Context: an optimization exercise on an open-source flow, tuned for small area, a short achievable clock period and few clock cycles per item. The choices shown serve that exercise and are no tape-out recipe.
No activity file was given, so power comes from the tool's default toggle rates.

raven:
// array
module array #(
    parameter W = 8
)(
    input  wire clk,
    input  wire rst,
    input  wire start,
    input  wire signed [3*W-1:0] a,
    input  wire signed [3*W-1:0] b,
    output wire signed [9*2*W-1:0] result,
    output reg  result_valid
);
Size in the first run: ~2400 cells after synthesis, ~150 flip-flops, about 200 I/O pins.
clock: 6.5 ns
lec_check: 0
cap_margin: 20
core_margin: 2
core_utilization: 40
cts_buf_list: sky130_fd_sc_hd__clkbuf_4 sky130_fd_sc_hd__clkbuf_8
setup_slack_margin: 1.65
slew_margin: 20
synth_hierarchical: 1
synth_minimum_keep_size: 0
standard.sh (not shown) runs the stock make flow with config.mk's settings and CLKGATE_MAP_FILE= SYNTH_SCRIPT=/design/flow/synth_recipe.tcl, a recipe that flattens the netlist after the stock synthesis.
==> flow/flow/run.sh <==
#!/bin/bash
# The standard layout (the standard.sh, standard synthesis unchanged), with
# the port buffers that ORFS inserts before global placement made of the
# smallest plain buffer instead of ORFS's default choice; repair steps resize
# them where timing needs it.
set -euo pipefail
bash standard.sh "BUFFER_PORTS_ARGS=-buffer_cell sky130_fd_sc_hd__buf_1" finish > standard.log 2>&1
Here is what was changed in the inputs of pepper compared with raven.
Settings: swapping 1.65 for 1.85 in SETUP_SLACK_MARGIN.
### Flow results
- Delta (pepper minus raven): final cell count rose 17, global-route wire length before repair about even, setup slack of the critical path after layout rose 0.16 ns, worst hold slack about even.
- pepper vs raven, sum of routed wire length over all layers went up by 1.6%.
- Worst endpoint required time (higher): raven
- Final period demand of the worst path came out lower on pepper than on raven.
- The final layout from pepper, which completed every stage, passed the timing, design-rule and antenna checks at the end of the flow.
For sierra, these inputs were changed with respect to pepper:
Settings: SETUP_SLACK_MARGIN: 1.85 -> 2.15.
Notes after the runs:
sierra vs. pepper: power increased by about 15% relative to the old numbers, net switching fraction of the power decreased by 2.6 points relative to the old numbers, leakage component of the power increased by about 10% relative to the old numbers, number of nets with antenna violations after detailed routing closely matched the old numbers. Looking at global routing usage on met1, sierra sits 0.89 points higher than pepper does.
Function was not checked in any run of this note: the RTL went through the layout flow alone.

* * *

array, a different RTL version from the one above (not shown whole).
Size: ~2700 cells after synthesis, about 150 flip-flops, roughly 24000 um2 of cells after synthesis.
## array
module array #(
    parameter W = 8
)(
    input  wire clk,
    input  wire rst,
    input  wire start,
    input  wire signed [3*W-1:0] a,
    input  wire signed [3*W-1:0] b,
    output wire signed [9*2*W-1:0] result,
    output reg  result_valid
);
clock: 6.5 ns
lec_check: 0
cap_margin: 20
core_margin: 2
core_utilization: 40
setup_slack_margin: 2.5
slew_margin: 20
synth_hierarchical: 1
synth_minimum_keep_size: 0
Scripts as last shown in full above: flow/flow/run.sh
The starting point finished clean.
Rerun with:
==> flow/run.sh (new file) <==
#!/bin/bash
# synth_recipe.tcl (not shown) runs the flow's synth.tcl, then flattens the netlist and writes it again
# the make line also repeats each setting of config.mk as NAME=value (left out here)
make -C /OpenROAD-flow-scripts/flow DESIGN_CONFIG=/design/flow/config.mk WORK_HOME=/design/flow/orfs CLKGATE_MAP_FILE= SYNTH_SCRIPT=/design/flow/synth_recipe.tcl finish
SETUP_SLACK_MARGIN = 1.5   (was 2.5)
removed: flow/flow/run.sh
removed: flow/standard.sh
What happened: The changed run passed the timing, design-rule and antenna checks; global-route usage falls by 1.8 points; synthesized area does not change; total power falls by 24%; cell area falls by about 15%; clock skew barely changes; first-iteration DRC count rises by about 1.7%.
Rerun with:
==> flow/flow/run.sh (new file) <==
#!/bin/bash
# The standard layout (the standard.sh, standard synthesis unchanged), with
# the port buffers that ORFS inserts before global placement made of the
# smallest plain buffer instead of ORFS's default choice; repair steps resize
# them where timing needs it.
set -euo pipefail
bash standard.sh "BUFFER_PORTS_ARGS=-buffer_cell sky130_fd_sc_hd__buf_1" finish > standard.log 2>&1
==> flow/standard.sh (new file) <==
#!/bin/bash
# synth_recipe.tcl (not shown) runs the flow's synth.tcl, then flattens the netlist and writes it again
# the make line also repeats each setting of config.mk as NAME=value (left out here)
make -C /OpenROAD-flow-scripts/flow DESIGN_CONFIG=/design/flow/config.mk WORK_HOME=/design/flow/orfs CLKGATE_MAP_FILE= SYNTH_SCRIPT=/design/flow/synth_recipe.tcl "${@:-finish}"
CTS_BUF_LIST = sky130_fd_sc_hd__clkbuf_4 sky130_fd_sc_hd__clkbuf_8   (was default)
SETUP_SLACK_MARGIN = 2.0   (was 1.5)
removed: flow/run.sh
Effect:
- The new run passed the timing, design-rule and antenna checks
- via count went up by 0.50%
- wire length went up by 0.47%
- synthesized cell count is unchanged
- die area is unchanged
- total power went down by 4.1%
- core utilization went down by 1.2 points
- final area went down by 2.5%
- first-iteration DRC count went up by 13%
- worst setup slack gains 0.44 ns
- maximum frequency went up by 9.9%
- worst hold slack stays flat
Rerun with:
CTS_BUF_LIST = default   (was sky130_fd_sc_hd__clkbuf_4 sky130_fd_sc_hd__clkbuf_8)
Utilization came out higher by 1.3 points.
Clock skew came out lower by 0.0096 ns.
Clock-buffer cell count stays the same.
Routed wire length came out higher by 3.0%.
No functional check of the RTL was part of any run of this note.

==> afterwards: timing with drivers on the ports <==
The results above use ideal ports. As a check the final layouts listed here were re-extracted and re-timed, cells and wires unchanged. Step 1: set_driving_cell puts a clkbuf_16 on clk and a buf_2 on each other input, an assumption about the parent block. Step 2 moves the port delays by t, midway between the first and last clock arrival at a register: inputs arrive t later, outputs are due t later. That takes back most of the time a late clock gives input paths. Slacks: ideal / step 1 / step 2; pairs: ideal / step 1.
| run | t (ns) | setup WS [ns] | worst data-port slew with drivers (ns) |
|---|---|---|---|
| raven | 0.625 | 1.792 / 1.805 / 1.180 | 0.06 |
| pepper | 0.625 | 1.953 / 1.973 / 1.348 | 0.06 |
| sierra | 0.643 | 2.122 / 2.114 / 1.472 | 0.11 |
| the first run of note 2 | 0.565 | 2.168 / 2.158 / 1.594 | 0.13 |
| the second run of note 2 | 0.570 | 1.666 / 1.706 / 1.136 | 0.07 |
| the third run of note 2 | 0.647 | 2.101 / 2.136 / 1.489 | 0.09 |
| the fourth run of note 2 | 0.556 | 2.080 / 2.104 / 1.548 | 0.09 |
After both steps every run listed still meets setup and hold. For sierra, which loses most, drivers alone change the setup slack by -0.008 ns; drivers and shift together by -0.650 ns.
